Background: an optimization exercise with open tools, aiming at small area. Do not read the settings as production practice.
In this exercise RTL edits were held to simulation tests only and were not proved equivalent to the original.

## v6
## controller
module controller(
    input clk,
    input rst,
    input cash_out_btn,
    input add_btn,
    input gamble_btn,
    input status_btn,
    input buffer_5,
    input buffer_10,
    input buffer_20,
    output wire [3:0] n_cnt,
    output wire [7:0] seg,
    output wire [2:0] red,
    output wire [2:0] green,
    output wire [1:0] blue,
    output wire hsync,
    output wire vsync
    );
Size: roughly 1100 cells after synthesis, ~31 I/O pins, about 7400 sq um of cells after synthesis.
==> flow/config.mk <==
export PLATFORM = sky130hd
export DESIGN_NAME = controller
export DESIGN_NICKNAME = controller
export VERILOG_FILES = /design/flow/design.v
export SDC_FILE = /design/flow/constraint.sdc
export NUM_CORES = 4
export LEC_CHECK = 0
export CAP_MARGIN = 20
export CORE_MARGIN = 2
export CORE_UTILIZATION = 70
export SLEW_MARGIN = 20
==> flow/constraint.sdc <==
create_clock -name core_clock -period 15.0 [get_ports {clk}]
set_input_delay 3.0000 -clock core_clock [delete_from_list [all_inputs] [get_ports {clk}]]
set_output_delay 3.0000 -clock core_clock [all_outputs]
set_load 0.01 [all_outputs]
standard.sh (not shown) runs the stock make flow with config.mk's settings and CLKGATE_MAP_FILE= SYNTH_SCRIPT=/design/flow/synth_recipe.tcl, a recipe that flattens the netlist after the stock synthesis.
==> flow/flow/run.sh <==
#!/bin/bash
# Layout flow: the standard synthesis, then the combinational logic between
# the (unchanged) registers is re-mapped with an area-oriented ABC script, then
# the standard layout (floorplan to finish) on that netlist.
set -euo pipefail
W=$PWD
R=$W/orfs/results/$FLOW_PLATFORM/controller/base
YOSYS=$(command -v yosys || echo "$FLOW_HOME/../tools/install/yosys/bin/yosys")

bash standard.sh synth > $W/log_1_standard_synth.log 2>&1
cp $R/1_2_yosys.v $W/std_1_2_yosys.v

# 2. re-map the logic between the registers
export RESYN_LIB=$FLOW_HOME/platforms/$FLOW_PLATFORM/lib/sky130_fd_sc_hd__tt_025C_1v80.lib
export RESYN_IN=$W/std_1_2_yosys.v
export RESYN_OUT=$W/resyn_1_2_yosys.v
export RESYN_ABC=$W/flow/resyn.abc
export RESYN_DONT_USE="$(sed -n '/DONT_USE_CELLS +=/,/^$/p' $FLOW_HOME/platforms/$FLOW_PLATFORM/config.mk | grep -o 'sky130_fd_sc_hd__[a-z0-9_]*' | tr '\n' ' ')"
$YOSYS -c $W/flow/resyn.tcl > $W/log_2_resyn.log 2>&1
cp $RESYN_OUT $R/1_2_yosys.v
rm -f $R/1_synth.odb $R/1_synth.sdc

# 3. standard layout from the new netlist
bash standard.sh "CTS_ARGS=-sink_clustering_enable -repair_clock_nets -dont_use_dummy_load -buf_list sky130_fd_sc_hd__clkbuf_8" "BUFFER_PORTS_ARGS=-buffer_cell sky130_fd_sc_hd__buf_1" finish > $W/log_3_standard_layout.log 2>&1
Other scripts of this flow, unchanged in this note and not shown: flow/flow/resyn.abc, flow/flow/resyn.tcl
Here is what was changed in the inputs of v7 compared with v6.
diff --git a/flow/design.v b/flow/design.v
--- a/flow/design.v
+++ b/flow/design.v
@@ -34,28 +34,25 @@
     wire change_tick = c101_end  & ~q8[0];
     wire seg_tick    = c501_end  & ~q8[0];
     wire game_tick   = c5001_end & ~q8[0];
     wire status_b;
     wire add_p, gamble_p, cash_p;
     sm_deb_rise deb_add (.clk(clk), .rst(rst), .btn(add_btn),      .rise(add_p));
     sm_deb_rise deb_gam (.clk(clk), .rst(rst), .btn(gamble_btn),   .rise(gamble_p));
     sm_deb_rise deb_cash(.clk(clk), .rst(rst), .btn(cash_out_btn), .rise(cash_p));
     sm_deb      deb_stat(.clk(clk), .rst(rst), .btn(status_btn),   .b(status_b), .set());
-    reg [2:0] e;
-    wire hold    = e[2] | e[1];
-    wire compute = e[2] & e[1];
-    wire run     = (e != 3'd0) & (e != 3'd7);
-    wire start;
-    always @(posedge clk)
-        if (rst) e <= 3'd0;
-        else if (e == 3'd6) e <= 3'd7;
-        else if (game_tick) e <= (e == 3'd7) ? 3'd0 : (e == 3'd0) ? {2'b00, start} : e + 3'd1;
-        else if ((e == 3'd0) & start) e <= 3'd1;
+    reg [2:0] g;
+    reg run;
+    always @(posedge clk)
+        if (rst) g <= 3'd0;
+        else if (game_tick) g <= run ? g + 3'd1 : 3'd0;
+    wire hold    = |g;
+    wire compute = g[2] & g[0];
     reg [2:0] s;
     reg [2:0] o1, o2, o3;
     wire [2:0] sd1 = s;
     wire [2:0] sd2 = s * 3'd3;
     wire [2:0] sd3 = s * 3'd6;
     always @(posedge clk)
         if (rst) s <= 3'd1;
         else if (run) s <= q8 + 3'd2;
     always @(posedge clk)
@@ -82,37 +79,40 @@
     wire [5:0]  t5  = {1'b0, z, 2'b00} + {3'b000, z};
     wire        dbl = hold & ~run;
     wire        yen = ~hold | ~run | mult[0];
     wire [6:0]  Y   = {7{yen}} & (dbl ? {t5, 1'b0} : {1'b0, t5});
     wire        sub = ~hold & ~add_p;
     wire [10:0] Yx  = sub ? ~{4'd0, Y} : {4'd0, Y};
     wire [11:0] sum = {1'b0, bal} + {1'b0, Yx} + {11'd0, sub};
     wire        ge  = sum[11];
     wire [10:0] inv_add = {1'b0, inv} + {5'd0, t5};
-    assign start = ~hold & ~add_p & gamble_p & ge;
     always @(posedge clk)
         if (~hold) k <= sw;
         else if (compute) k <= (run & mult[1]) ? k : 3'd0;
     always @(posedge clk)
         if (rst) begin
-            bal <= 11'd0; inv <= 10'd0;
+            bal <= 11'd0; inv <= 10'd0; run <= 1'b0;
         end else if (hold) begin
-            if (compute) bal <= sum[10:0];
+            if (compute) begin
+                bal <= sum[10:0];
+                run <= 1'b0;
+            end
         end else begin
             if (cash_p) begin
                 bal <= 11'd0;
                 inv <= 10'd0;
             end else if (add_p) begin
                 bal <= (sum[10:0] > 11'd999) ? 11'd999 : sum[10:0];
                 inv <= (inv_add > 11'd999) ? 10'd999 : inv_add[9:0];
             end else if (gamble_p & ge) begin
                 bal <= sum[10:0];
             end
+            if (~add_p & gamble_p & ge) run <= 1'b1;
         end
     wire [10:0] num = status_b ? (bal - {1'b0, inv}) : bal;
     wire is_min = num[10] & (num[9:0] == 10'd0);
     wire sign   = num[10] & ~is_min;
     wire [9:0] mag = is_min ? 10'd1023 : (num[10] ? (~num[9:0] + 10'd1) : num[9:0]);
     reg [15:0] bcd;
     integer i;
     always @(*) begin
         bcd = 16'd0;
==> comparison <==
Compared with v6, in v7 number of clock-tree buffers in the layout ~0 delta; global-route usage over all layers fell by 0.50 points.
[v7] met1 track demand over resource in global routing fell 1.9 points relative to v6
The relative area change from synthesis to final layout was comparable across v7 and v6.
Smallest hold slack ends up lower on v7.
Relative to v6, the data arrival at the endpoint of the critical path of v7 is lower by 0.35 ns.

==> static timing again, ports no longer ideal <==
In the flow no input, the clock included, has a driving cell. The finished layouts below were timed again as built, in two steps. Step 1 sets driving cells, clkbuf_16 on the clock port and buf_2 on the other inputs (assumed; they add their load-dependent delay and slew). Step 2 also shifts input and output timing later by t, the mid clock arrival at the registers, as if the neighbouring blocks saw the same clock. Slacks: ideal / step 1 / step 2; pairs: ideal / step 1.
run | t, ns | slack for setup (ns) | hold slack, ns | worst setup path at the end | worst data-port slew with drivers (ns)
v6 | 0.476 | 5.947 / 5.947 / 5.947 | 0.418 / 0.418 / 0.418 | register to register | 0.03
v7 | 0.480 | 6.361 / 6.361 / 6.361 | 0.400 / 0.400 / 0.400 | register to register | 0.03
After both steps setup and hold are still met in every run listed.
